Background: an optimization exercise with open tools, aiming at a short achievable clock period and few clock cycles. Do not read the settings as production practice. Function was checked by simulation only, so behaviour that the tests miss may differ from the original. Power figures rest on the tool's default switching activity, not on a simulated workload.

## v6
// cpu
module cpu(
    input clk,
    input rst,
    input [31:0] i_IM_inst,
    input [31:0] i_DM_DI,
    output logic [31:0] o_IM_addr,
    output logic        o_DM_CS,
    output logic [3:0]  o_DM_WEB,
    output logic [31:0] o_DM_addr,
    output logic [31:0] o_DM_DI
);
    localparam BI = 3;
    localparam NB = 1 << BI;
    logic        stall, redirect;
    logic [31:2] redirect_pc;
    logic [31:2] pc_f;
    assign o_IM_addr = {pc_f, 2'b00};
    logic              btb_v   [NB];
    logic [1:0]        btb_ctr [NB];
    logic [31:2+BI]    btb_tag [NB];
    logic [31:2]       btb_tgt [NB];
    logic [NB-1:0] f_sel;
    logic          f_hit, f_pred;
    logic [1:0]    f_ctr;
    logic [31:2]   f_tgt, f_inc, f_next;
    always_comb begin
        f_hit = 1'b0;
        f_ctr = 2'b00;
        f_tgt = '0;
        for (int i = 0; i < NB; i++) begin
            f_sel[i] = btb_v[i] && pc_f[2+BI-1:2] == i[BI-1:0] && btb_tag[i] == pc_f[31:2+BI];
            f_hit    = f_hit | f_sel[i];
            f_ctr    = f_ctr | ({2{f_sel[i]}} & btb_ctr[i]);
            f_tgt    = f_tgt | ({30{f_sel[i]}} & btb_tgt[i]);
        end
    end
    assign f_pred = f_hit && f_ctr[1];
    ks_add #(30) f_add (.a(pc_f), .b(30'd0), .cin(1'b1), .s(f_inc), .cout());
    assign f_next = f_pred ? f_tgt : f_inc;
  ...
Settings: LEC_CHECK=0, ABC_CLOCK_PERIOD_IN_PS=3000, CAP_MARGIN=20, CELL_PAD_IN_SITES_GLOBAL_PLACEMENT=2, CORE_MARGIN=2, CORE_UTILIZATION=30, PLACE_DENSITY=0.5, SLEW_MARGIN=20; clock period 11.0 ns.
standard.sh (not shown) runs the stock make flow with config.mk's settings and CLKGATE_MAP_FILE= SYNTH_SCRIPT=/design/flow/synth_recipe.tcl, a recipe that flattens the netlist after the stock synthesis.
==> flow/flow/run.sh <==
#!/bin/bash
# The standard layout (standard synthesis, clock and constraints), with
# timing repair asked to leave 7 ns of setup slack at the design's period,
# and plain buffers (buf_4) rather than delay cells on the ports.
bash standard.sh SETUP_SLACK_MARGIN=7 "BUFFER_PORTS_ARGS=-buffer_cell sky130_fd_sc_hd__buf_4" finish > flow.log 2>&1
Testbench counts of v6, summed over its fixed seeds: cycles 316,783.
Here is what was changed in the inputs of v7 compared with v6.
diff --git a/flow/design.v b/flow/design.v
--- a/flow/design.v
+++ b/flow/design.v
@@ -65,17 +65,14 @@
     end
     assign f_pred = f_hit && f_ctr[1];
     ks_add #(30) f_add (.a(pc_f), .b(30'd0), .cin(1'b1), .s(f_inc), .cout());
     assign f_next = f_pred ? f_tgt : f_inc;
     logic        d_valid, d_pred, d_hit, d_use_skid;
     logic [1:0]  d_ctr;
     logic [31:2] d_pc, d_ptgt;
-    logic        dn_pred, dn_hit, ds_pred, ds_hit;
-    logic [1:0]  dn_ctr, ds_ctr;
-    logic [31:2] dn_pc, dn_ptgt, ds_pc, ds_ptgt;
     logic [31:0] d_skid;
     logic [31:0] d_inst;
     always_ff @(posedge clk) begin
         if (rst)           pc_f <= '0;
         else if (redirect) pc_f <= redirect_pc;
         else if (!stall)   pc_f <= f_next;
     end
@@ -86,31 +83,23 @@
         end else begin
             d_valid    <= !redirect && (d_valid || !stall);
             d_use_skid <= stall && !redirect;
         end
     end
     always_ff @(posedge clk) begin
         d_skid <= d_inst;
-        dn_pc   <= pc_f;
-        dn_pred <= f_pred;
-        dn_ptgt <= f_tgt;
-        dn_hit  <= f_hit;
-        dn_ctr  <= f_ctr;
-        ds_pc   <= d_pc;
-        ds_pred <= d_pred;
-        ds_ptgt <= d_ptgt;
-        ds_hit  <= d_hit;
-        ds_ctr  <= d_ctr;
+        if (!stall) begin
+            d_pc   <= pc_f;
+            d_pred <= f_pred;
+            d_ptgt <= f_tgt;
+            d_hit  <= f_hit;
+            d_ctr  <= f_ctr;
+        end
     end
     assign d_inst = d_use_skid ? d_skid : i_IM_inst;
-    assign d_pc   = d_use_skid ? ds_pc   : dn_pc;
-    assign d_pred = d_use_skid ? ds_pred : dn_pred;
-    assign d_ptgt = d_use_skid ? ds_ptgt : dn_ptgt;
-    assign d_hit  = d_use_skid ? ds_hit  : dn_hit;
-    assign d_ctr  = d_use_skid ? ds_ctr  : dn_ctr;
     logic [6:0] d_op;
     logic [4:0] d_rd, d_rs1, d_rs2;
     logic [2:0] d_f3;
     assign d_op  = d_inst[6:0];
     assign d_rd  = d_inst[11:7];
     assign d_f3  = d_inst[14:12];
     assign d_rs1 = d_inst[19:15];
@@ -170,19 +159,16 @@
     assign d_sw1 = !d_sm1 && m_wr && m_rd == d_rs1;
     assign d_sx1 = !d_sm1 && !d_sw1 && w_wr && w_rd == d_rs1;
     assign d_sm2 = e_valid && e_wr && e_rd == d_rs2;
     assign d_sw2 = !d_sm2 && m_wr && m_rd == d_rs2;
     assign d_sx2 = !d_sm2 && !d_sw2 && w_wr && w_rd == d_rs2;
     assign d_sy1 = !d_sm1 && !d_sw1 && !d_sx1 && x_wr && x_rd == d_rs1;
     assign d_sy2 = !d_sm2 && !d_sw2 && !d_sx2 && x_wr && x_rd == d_rs2;
-    logic e_ldw, m_ldw;
-    assign e_ldw = e_valid && e_wr && e_is_ld;
-    assign m_ldw = m_wr && m_ld;
-    assign stall = d_valid && ((d_use1 && ((e_ldw && e_rd == d_rs1) || (m_ldw && m_rd == d_rs1)))
-                            || (d_use2 && ((e_ldw && e_rd == d_rs2) || (m_ldw && m_rd == d_rs2))));
+    assign stall = d_valid && ((d_use1 && ((d_sm1 && e_is_ld) || (d_sw1 && m_ld)))
+                            || (d_use2 && ((d_sm2 && e_is_ld) || (d_sw2 && m_ld))));
     logic        d_sr1, d_sr2;
     logic [31:0] d_fw1, d_fw2, d_opb;
     assign d_sr1 = !(d_sm1 || d_sw1 || d_sx1 || d_sy1) && rfz[d_rs1];
     assign d_sr2 = !(d_sm2 || d_sw2 || d_sx2 || d_sy2) && rfz[d_rs2];
     assign d_fw1 = ({32{d_sm1}} & res) | ({32{d_sw1}} & m_res) | ({32{d_sx1}} & wb_data)
                  | ({32{d_sy1}} & x_res) | ({32{d_sr1}} & rf[d_rs1]);
     assign d_fw2 = ({32{d_sm2}} & res) | ({32{d_sw2}} & m_res) | ({32{d_sx2}} & wb_data)
==> run notes <==
- v7 | stages: all done | timing, DRC, antenna: all pass
- The count of endpoints failing hold in the final timing report on v7 is in line with that on v6.
- On synthesis-to-finish area growth, v7 and v6 are basically level.
- The final standard cell utilization of the core on v6 is in line with that on v7.
- Diff v6 -> v7 | via count | up by a little under 10%
- The count of clock buffers in the final design reported for v7 is smaller than that of v6 by 11%.
- v7 vs v6 on clock network power: v7 is the lower one.
- Re number of diodes added for antenna fixing: v7 and v6 aren't equal, and the higher value belongs to v7.
- Standby leakage power, v7 vs v6: up by a few percent
Testbench counts of v7, summed over its fixed seeds: cycles 316,783.

==> static timing again, ports no longer ideal <==
Ports are ideal in the flow. The routed layouts listed here were re-timed in OpenROAD.
Step 1 assumes that a clkbuf_16 drives the clock port and a buf_2 every other input.
Step 2 moves the port delays by t, midway between the first and last clock arrival at a register: inputs arrive t later, outputs are due t later. That takes back most of the time a late clock gives input paths.
Three values: ideal, step 1, step 2; two values: the first two.
| run | t, ns | setup WS [ns] | worst setup path after step 2 | pins driven straight from the clock port |
|---|---|---|---|---|
| v6 | 1.022 | 6.784 / 6.866 / 5.846 | input to register | 1 |
| v7 | 1.044 | 6.712 / 6.787 / 5.743 | input to register | 1 |
After both steps every run listed still meets setup and hold. The setup slack of v7, which loses most, moves by +0.075 ns with the drivers and by -0.969 ns with both steps.
